Background: an optimization exercise with open tools, aiming at small area. Do not read the settings as production practice.
In this exercise RTL edits were held to simulation tests only and were not proved equivalent to the original.
The clock port is modelled as an ideal driver; clocking choices that lean on that would not hold on a real chip.
No activity file was given, so power comes from the tool's default toggle rates.

==> flow/design.v (excerpt) <==
module ppu(
	input wire clk,
	input wire rst,
	input wire sync,
	input wire [2:0] mode,
	input wire [7:0] data_i,
	input wire stb_i,
	output reg ack_i,
	output reg [7:0] data_o,
	output reg stb_o,
	input wire ack_o
);
Size in the first run: ~26 I/O pins, roughly 5800 µm² of cells after synthesis.
==> flow/config.mk <==
export PLATFORM = sky130hd
export DESIGN_NAME = ppu
export DESIGN_NICKNAME = ppu
export VERILOG_FILES = /design/flow/design.v
export SDC_FILE = /design/flow/constraint.sdc
export NUM_CORES = 4
export LEC_CHECK = 0
export ABC_AREA = 1
export CAP_MARGIN = 20
export CORE_MARGIN = 2
export CORE_UTILIZATION = 40
export SLEW_MARGIN = 20
==> flow/constraint.sdc <==
create_clock -name core_clock -period 40.0 [get_ports {clk}]
set_input_delay 8.0000 -clock core_clock [delete_from_list [all_inputs] [get_ports {clk}]]
set_output_delay 8.0000 -clock core_clock [all_outputs]
set_load 0.01 [all_outputs]
standard.sh (not shown) runs the stock make flow with config.mk's settings and CLKGATE_MAP_FILE= SYNTH_SCRIPT=/design/flow/synth_recipe.tcl, a recipe that flattens the netlist after the stock synthesis.
==> flow/flow/run.sh <==
#!/bin/bash
# Standard ORFS layout with three changes:
#  - after the standard synthesis, the combinational logic is mapped again with
#    a stronger ABC area script (flow/reopt.sh); flip-flops and full adders are
#    kept as they are, and the result is proven equivalent with yosys (equiv_*)
#    before it replaces the standard netlist;
#  - port buffers use the smallest buffer cell (buf_1);
#  - clock tree synthesis uses clkbuf_8 and adds no dummy loads.
set -euo pipefail
export BUFFER_PORTS_ARGS="-buffer_cell sky130_fd_sc_hd__buf_1"
export CTS_ARGS="-sink_clustering_enable -repair_clock_nets -dont_use_dummy_load -buf_list sky130_fd_sc_hd__clkbuf_16 -sink_clustering_size 80 -sink_clustering_max_diameter 1000 -sink_buffer_max_cap_derate 1.0"
R=orfs/results/${FLOW_PLATFORM}/ppu/base
bash standard.sh synth > standard_synth.log 2>&1
cp $R/1_2_yosys.v standard_1_2_yosys.v
if bash flow/reopt.sh standard_1_2_yosys.v reopt_1_2_yosys.v reopt; then
  cp reopt_1_2_yosys.v $R/1_2_yosys.v
  echo "reopt: using re-mapped netlist" > reopt_status.log
else
  echo "reopt: failed, keeping the standard netlist" > reopt_status.log
fi
bash standard.sh > standard.log 2>&1
==> flow/flow/reopt.sh <==
#!/bin/bash
# reopt.sh IN OUT LOGPREFIX : re-map the combinational logic of netlist IN into OUT,
# keeping flip-flops and full adders; then prove OUT equivalent to IN.
set -uo pipefail
IN=$1; OUT=$2; LOGP=$3
HERE=$(cd "$(dirname "$0")" && pwd)
LIB=$FLOW_HOME/platforms/sky130hd/lib/sky130_fd_sc_hd__tt_025C_1v80.lib
YOSYS=yosys
[ -x "$FLOW_HOME/../tools/install/yosys/bin/yosys" ] && YOSYS=$FLOW_HOME/../tools/install/yosys/bin/yosys
TOP=${FLOW_TOP:-ppu}
KEEP=$(grep -o 'sky130_fd_sc_hd__[a-z0-9_]*' "$IN" | sort -u | grep -E '__(df|sdf|edf|dl|fa_)' | tr '\n' ' ')
DU=$(sed 's/^/-dont_use /' "$HERE/dont_use.txt" | tr '\n' ' ')
cat > ${LOGP}_reopt.ys <<EOY
read_liberty -ignore_miss_func $LIB
read_verilog $IN
hierarchy -top $TOP
setattr -mod -set keep_hierarchy 1 $KEEP
flatten
opt_clean -purge
abc -liberty $LIB $DU -script $HERE/reopt.abc
opt_clean -purge
hilomap -singleton -hicell sky130_fd_sc_hd__conb_1 HI -locell sky130_fd_sc_hd__conb_1 LO
insbuf -buf sky130_fd_sc_hd__buf_1 A X
splitnets
opt_clean -purge
rename -enumerate -pattern ro_%
select $TOP
stat -liberty $LIB
write_verilog -noattr -noexpr -nohex -nodec -selected $OUT
EOY
$YOSYS -s ${LOGP}_reopt.ys > ${LOGP}_yosys.log 2>&1 || return 1 2>/dev/null || exit 1
cat > ${LOGP}_equiv.ys <<EOY
read_liberty -ignore_miss_func $LIB
blackbox $KEEP
read_verilog $IN
rename $TOP gold
read_verilog $OUT
rename $TOP gate
flatten
rename -hide w:_* w:ro_* w:flip*
rename -hide c:ro_* c:flip*
opt_clean -purge
equiv_make gold gate equiv
hierarchy -top equiv
equiv_simple
equiv_status -assert
EOY
$YOSYS -s ${LOGP}_equiv.ys > ${LOGP}_equiv.log 2>&1
Other scripts of this flow, unchanged in this note and not shown: flow/flow/dont_use.txt, flow/flow/reopt.abc
The baseline ran to the end with no violations.
Next try:
--- a/flow/flow/run.sh
+++ b/flow/flow/run.sh
@@ -9,5 +9,5 @@
 set -euo pipefail
 export BUFFER_PORTS_ARGS="-buffer_cell sky130_fd_sc_hd__buf_1"
-export CTS_ARGS="-sink_clustering_enable -repair_clock_nets -dont_use_dummy_load -buf_list sky130_fd_sc_hd__clkbuf_16 -sink_clustering_size 80 -sink_clustering_max_diameter 1000 -sink_buffer_max_cap_derate 1.0"
+export CTS_ARGS="-sink_clustering_enable -repair_clock_nets -dont_use_dummy_load -buf_list sky130_fd_sc_hd__clkbuf_8"
 R=orfs/results/${FLOW_PLATFORM}/ppu/base
 bash standard.sh synth > standard_synth.log 2>&1
--- a/flow/flow/reopt.sh
+++ b/flow/flow/reopt.sh
@@ -38,6 +38,5 @@
 rename $TOP gate
 flatten
-rename -hide w:_* w:ro_* w:flip*
-rename -hide c:ro_* c:flip*
+rename -hide w:_*
 opt_clean -purge
 equiv_make gold gate equiv
Total power falls by 3.8%.
Routed wire length drops by about 0.9%.
Clock skew increases by 0.012 ns.
Combinational power hardly moves.
Synthesized area is unchanged.
Core utilization drops by 0.72 points.
Worst setup slack gains 0.037 ns.
Hold slack gets better by 0.0037 ns.
Final cell count stays the same.
Sequential share of layout area climbs by 0.44 points.
Next try:
--- a/flow/flow/run.sh
+++ b/flow/flow/run.sh
@@ -1,4 +1,4 @@
 #!/bin/bash
-# Standard ORFS layout with three changes:
+# Standard ORFS layout (standard.sh) with these changes:
 #  - after the standard synthesis, the combinational logic is mapped again with
 #    a stronger ABC area script (flow/reopt.sh); flip-flops and full adders are
@@ -6,8 +6,12 @@
 #    before it replaces the standard netlist;
 #  - port buffers use the smallest buffer cell (buf_1);
-#  - clock tree synthesis uses clkbuf_8 and adds no dummy loads.
+#  - before clock tree synthesis, flow/clock_buffer.tcl drives the flip-flops
+#    from four clkbuf_8 (one per quadrant of the sinks); CTS then only buffers
+#    the clock port's net to those four buffers, with no dummy loads.
+# Each tool's output goes to its own log file in this folder.
 set -euo pipefail
 export BUFFER_PORTS_ARGS="-buffer_cell sky130_fd_sc_hd__buf_1"
-export CTS_ARGS="-sink_clustering_enable -repair_clock_nets -dont_use_dummy_load -buf_list sky130_fd_sc_hd__clkbuf_8"
+export CTS_ARGS="-clk_nets clk -repair_clock_nets -dont_use_dummy_load -buf_list sky130_fd_sc_hd__clkbuf_2"
+export PRE_CTS_TCL="$PWD/flow/clock_buffer.tcl"
 R=orfs/results/${FLOW_PLATFORM}/ppu/base
 bash standard.sh synth > standard_synth.log 2>&1
==> flow/flow/clock_buffer.tcl (new file) <==
# Before clock tree synthesis: split the clock sinks into four groups (halves
# by x, then each half by y) and drive each group from its own clock buffer
# placed at the group's centre; the clock port then feeds only those buffers.
set block [ord::get_db_block]
set db [ord::get_db]
set master [$db findMaster sky130_fd_sc_hd__clkbuf_8]
set clknet [$block findNet clk]
set sinks {}
foreach it [$clknet getITerms] {
  set loc [[$it getInst] getLocation]
  lappend sinks [list [lindex $loc 0] [lindex $loc 1] $it]
}
set sinks [lsort -integer -index 0 $sinks]
set n [llength $sinks]
set halves [list [lrange $sinks 0 [expr {$n / 2 - 1}]] [lrange $sinks [expr {$n / 2}] end]]
set groups {}
foreach h $halves {
  set h [lsort -integer -index 1 $h]
  set m [llength $h]
  lappend groups [lrange $h 0 [expr {$m / 2 - 1}]] [lrange $h [expr {$m / 2}] end]
}
set g 0
foreach grp $groups {
  set net [odb::dbNet_create $block clknet_g$g]
  $net setSigType CLOCK
  set buf [odb::dbInst_create $block $master clkbuf_g$g]
  set sx 0; set sy 0; set k 0
  foreach s $grp {
    set sx [expr {$sx + [lindex $s 0]}]
    set sy [expr {$sy + [lindex $s 1]}]
    incr k
    set it [lindex $s 2]
    $it disconnect
    $it connect $net
  }
  [$buf findITerm A] connect $clknet
  [$buf findITerm X] connect $net
  $buf setLocation [expr {$sx / $k}] [expr {$sy / $k}]
  $buf setPlacementStatus PLACED
  puts "clock_buffer.tcl: clkbuf_g$g drives $k clock sinks"
  incr g
}
--- a/flow/flow/reopt.sh
+++ b/flow/flow/reopt.sh
@@ -38,5 +38,6 @@
 rename $TOP gate
 flatten
-rename -hide w:_*
+rename -hide w:_* w:ro_* w:flip*
+rename -hide c:ro_* c:flip*
 opt_clean -purge
 equiv_make gold gate equiv
What happened:
- die area is unchanged
- synthesized cell count stays the same
- total power decreases slightly
- sequential cell count stays the same
- wire length rose slightly
- worst hold slack gets worse by 0.022 ns
- setup slack is better by 0.15 ns

re-timing with driven ports:
No port has a modelled driver above. Below, the same layouts with a new extraction and two added sets of constraints.
Step 1, drivers: a clkbuf_16 drives clk and a buf_2 each remaining input, both assumed.
Step 2 times the ports against the registers' clock, not the clock port: input delays grow and output delays shrink by t, the midpoint of the rising clock arrivals with the driver on.
Three values: no drivers, after step 1, after step 2; two values: the first two.
run	t, ns	setup WS [ns]	worst register clock-pin slew, ns
the first run	0.373	21.805 / 21.824 / 21.451	0.06 / 0.06
the second run	0.371	21.842 / 21.854 / 21.483	0.09 / 0.09
the third run	0.484	21.989 / 21.997 / 21.513	0.12 / 0.12
After both steps setup and hold are still met in every run listed. For the third run, which loses most, drivers alone change the setup slack by +0.008 ns; drivers and shift together by -0.476 ns.
